Context: an optimization exercise on an open-source flow, tuned for small area and a short achievable clock period. The choices shown serve that exercise and are no tape-out recipe. Function was checked by simulation only, so behaviour that the tests miss may differ from the original.

## north
// crc
module crc #(
	parameter DATA_WIDTH = 32,
	parameter CRC_WIDTH = 32
)
(
	input wire clk,
	input wire resetn,
	input wire clear,
	input wire [CRC_WIDTH-1:0]init_in,
	input wire [CRC_WIDTH:0]poly_in,
	input wire data_reverse,
	input wire crc_reverse,
	input wire [CRC_WIDTH-1:0]xorout_in,
	input wire [DATA_WIDTH-1:0]data_in,
	input wire data_in_valid,
	output wire [CRC_WIDTH-1:0]crc_out
);
Size: ~3200 cells after synthesis, roughly 140 flip-flops, roughly 170 I/O pins, about 23000 um2 of cells after synthesis.
Settings: LEC_CHECK=0, CAP_MARGIN=50, CORE_MARGIN=2, CORE_UTILIZATION=55, GPL_ROUTABILITY_DRIVEN=0, PLACE_DENSITY=0.65, SLEW_MARGIN=50, SYNTH_HIERARCHICAL=1; clock period 120.0 ns.
standard.sh (not shown) runs the stock make flow with config.mk's settings and CLKGATE_MAP_FILE= SYNTH_SCRIPT=/design/flow/synth_recipe.tcl, a recipe that flattens the netlist after the stock synthesis.
==> flow/flow/run.sh <==
#!/bin/bash
# The standard layout, with two changes: timing repair aims for a larger
# setup slack than the 120 ns clock needs (so that it shortens the paths
# that set the achieved period), and the port buffers are buf_1 cells.
set -euo pipefail
bash standard.sh synth > synth.log 2>&1
bash standard.sh SETUP_SLACK_MARGIN=88 \
  BUFFER_PORTS_ARGS="-buffer_cell sky130_fd_sc_hd__buf_1" finish > layout.log 2>&1
Changes in south relative to north:
- CELL_PAD_IN_SITES_GLOBAL_PLACEMENT newly set to 0
- CELL_PAD_IN_SITES_DETAIL_PLACEMENT newly set to 0
- GPL_ROUTABILITY_DRIVEN changed from 0 to 1
==> comparison <==
- Summary of south over north: final worst-path cycle share went down by 0.17 points, maximum number of buffers from clock root to sink held steady, clock-buffer cell count saw an increase.
- Going from north to south, cell area shrinks by about 0.5%.
- Area fraction of clock buffers and clock inverters for south: 0.16 points down relative to north
- Sum of routed wire segments on met1: south > north
Setup changes, south to east
- removing CELL_PAD_IN_SITES_DETAIL_PLACEMENT (formerly 0)
- changing PLACE_DENSITY from 0.65 to 0.75
- removing CELL_PAD_IN_SITES_GLOBAL_PLACEMENT (formerly 0)
## What came out
- Compared with south, east shows a lower worst setup slack.
- Post-route worst hold slack, east and south: lower on east
- The number of antenna repair diodes of east is higher than that of south.
- Every run (east and south) finished clean.
- Diff south -> east: maximum clock rate now sits lower; number of nets in the final layout now sits at about the same level; ratio of final minimum period to clock period now sits higher; design area now sits higher; critical path depth now sits higher.
- east gives more post-layout minimum cycle time than south did.

---

run 1:
Starting RTL as in the previous note.
export LEC_CHECK = 0
export CAP_MARGIN = 50
export CORE_MARGIN = 2
export CORE_UTILIZATION = 55
export CTS_CLUSTER_DIAMETER = 400
export CTS_CLUSTER_SIZE = 70
export GPL_ROUTABILITY_DRIVEN = 1
export PLACE_DENSITY = 0.65
export SLEW_MARGIN = 50
export SYNTH_HIERARCHICAL = 1
create_clock -name core_clock -period 120.0 [get_ports {clk}]
Scripts as last shown in full above: flow/flow/run.sh
> inputs changed (run 1 -> run 2)
Settings: CTS_CLUSTER_DIAMETER no longer set, was 400; CTS_CLUSTER_SIZE no longer set, was 70.
## What came out
Synthesized area came out exactly the same in run 1 and run 2. Comparing run 1 against run 2, there is no change at all in number of unique standard cell types used by synthesis. Looking at run 1 and run 2, the number of levels the H-tree was split into is a wash. Run 2 -> run 1: cell count after synthesis delta 0, exact match. Required time at the worst-slack endpoint across run 1 and run 2: no real change. The worst setup slack after layout on run 1 is in line with that on run 2.
diff inputs: run 2 => run 3
Settings: CTS_CLUSTER_SIZE now 30, previously not set; CTS_BUF_LIST now sky130_fd_sc_hd__clkbuf_8, previously not set.
The wire length of the first global-routing pass on run 3 is in line with that on run 2.
On setup skew after layout, run 2 beats run 3.
Looking at fraction of area in clock buffers and inverters, run 3 sits 0.74 points lower than run 2 does.
On maximum clock frequency, run 3 and run 2 are basically level.
Input changes introduced in run 4 (baseline for comparison: run 3):
Settings: removing CTS_BUF_LIST (formerly sky130_fd_sc_hd__clkbuf_8); changing PLACE_DENSITY from 0.65 to 0.55; removing CTS_CLUSTER_SIZE (formerly 30).
### Flow results
Against run 3, run 4 comes in 0.24 points higher on global-route usage.
There was hardly any difference in placed instance area between run 3 and run 4.
Going from run 3 to run 4, final area rose by about 0.9%; clock period minus final worst setup slack increased 0.20 ns; routed wire length held steady; final cell count level.
For run 3, the timing endpoint of the critical path was crc_out[28], unlike run 4, where it was crc_out[10].
Input changes introduced in run 5 (baseline for comparison: run 4):
Settings: putting CTS_CLUSTER_SIZE at 30 where nothing was set; swapping 0.55 for 0.65 in PLACE_DENSITY; putting CTS_BUF_LIST at sky130_fd_sc_hd__clkbuf_8 where nothing was set.
--- a/flow/flow/run.sh
+++ b/flow/flow/run.sh
@@ -5,4 +5,4 @@
 set -euo pipefail
 bash standard.sh synth > synth.log 2>&1
-bash standard.sh SETUP_SLACK_MARGIN=88 \
+bash standard.sh SETUP_SLACK_MARGIN=89 \
   BUFFER_PORTS_ARGS="-buffer_cell sky130_fd_sc_hd__buf_1" finish > layout.log 2>&1
### Flow results
- Run 5 does better than run 4 on minimum period implied by the final worst setup slack.
- [run 5] headroom to the max-slew limit rose 1.1 points relative to run 4
- Against run 4 as the reference, run 5 delivers a higher via count.
- On post-layout utilization of the core, the higher figure sits with run 5, not run 4.
- Compared with run 4, run 5 shows a worst hold margin that is 0.22 ns lower.
- Measured against each other, run 5 and run 4 differ in highest attainable clock frequency, the higher figure coming from run 5.
- On smallest setup slack after layout, run 5 does better than run 4.
- Measured against each other, run 5 and run 4 differ in cell area, the higher figure coming from run 5.
- Comparing run 5 with run 4, the non-filler instance count after layout came out essentially unchanged.

-- static timing again, ports no longer ideal --
How much do the figures lean on ideal ports? The routed layouts below were timed once more, with nothing changed but the port constraints. Step 1, drivers: a clkbuf_16 drives clk and a buf_2 each remaining input, both assumed. Step 2 also shifts input and output timing later by t, the mid clock arrival at the registers, as if the neighbouring blocks saw the same clock. a / b / c = no drivers / after step 1 / after step 2; a / b = the first two.
run	shift t [ns]	slack for setup (ns)	worst hold slack (ns)	cell pins on the clock port's net
north	0.499	88.682 / 88.626 / 88.905	1.037 / 1.037 / 1.037	1
south	0.521	88.887 / 88.828 / 89.184	1.076 / 1.076 / 1.076	1
east	0.491	88.576 / 88.525 / 89.016	1.049 / 1.049 / 1.049	1
run 1	0.521	88.887 / 88.828 / 89.184	1.076 / 1.076 / 1.076	1
run 2	0.521	88.887 / 88.828 / 89.184	1.076 / 1.076 / 1.076	1
run 3	0.564	88.842 / 88.790 / 89.192	1.086 / 1.086 / 1.086	1
run 4	0.524	88.640 / 88.579 / 89.103	1.108 / 1.108 / 1.108	1
run 5	0.570	89.350 / 89.295 / 88.976	0.888 / 0.888 / 0.888	1
After both steps every run listed still meets setup and hold. For run 5, which loses most, drivers alone change the setup slack by -0.055 ns; drivers and shift together by -0.374 ns.
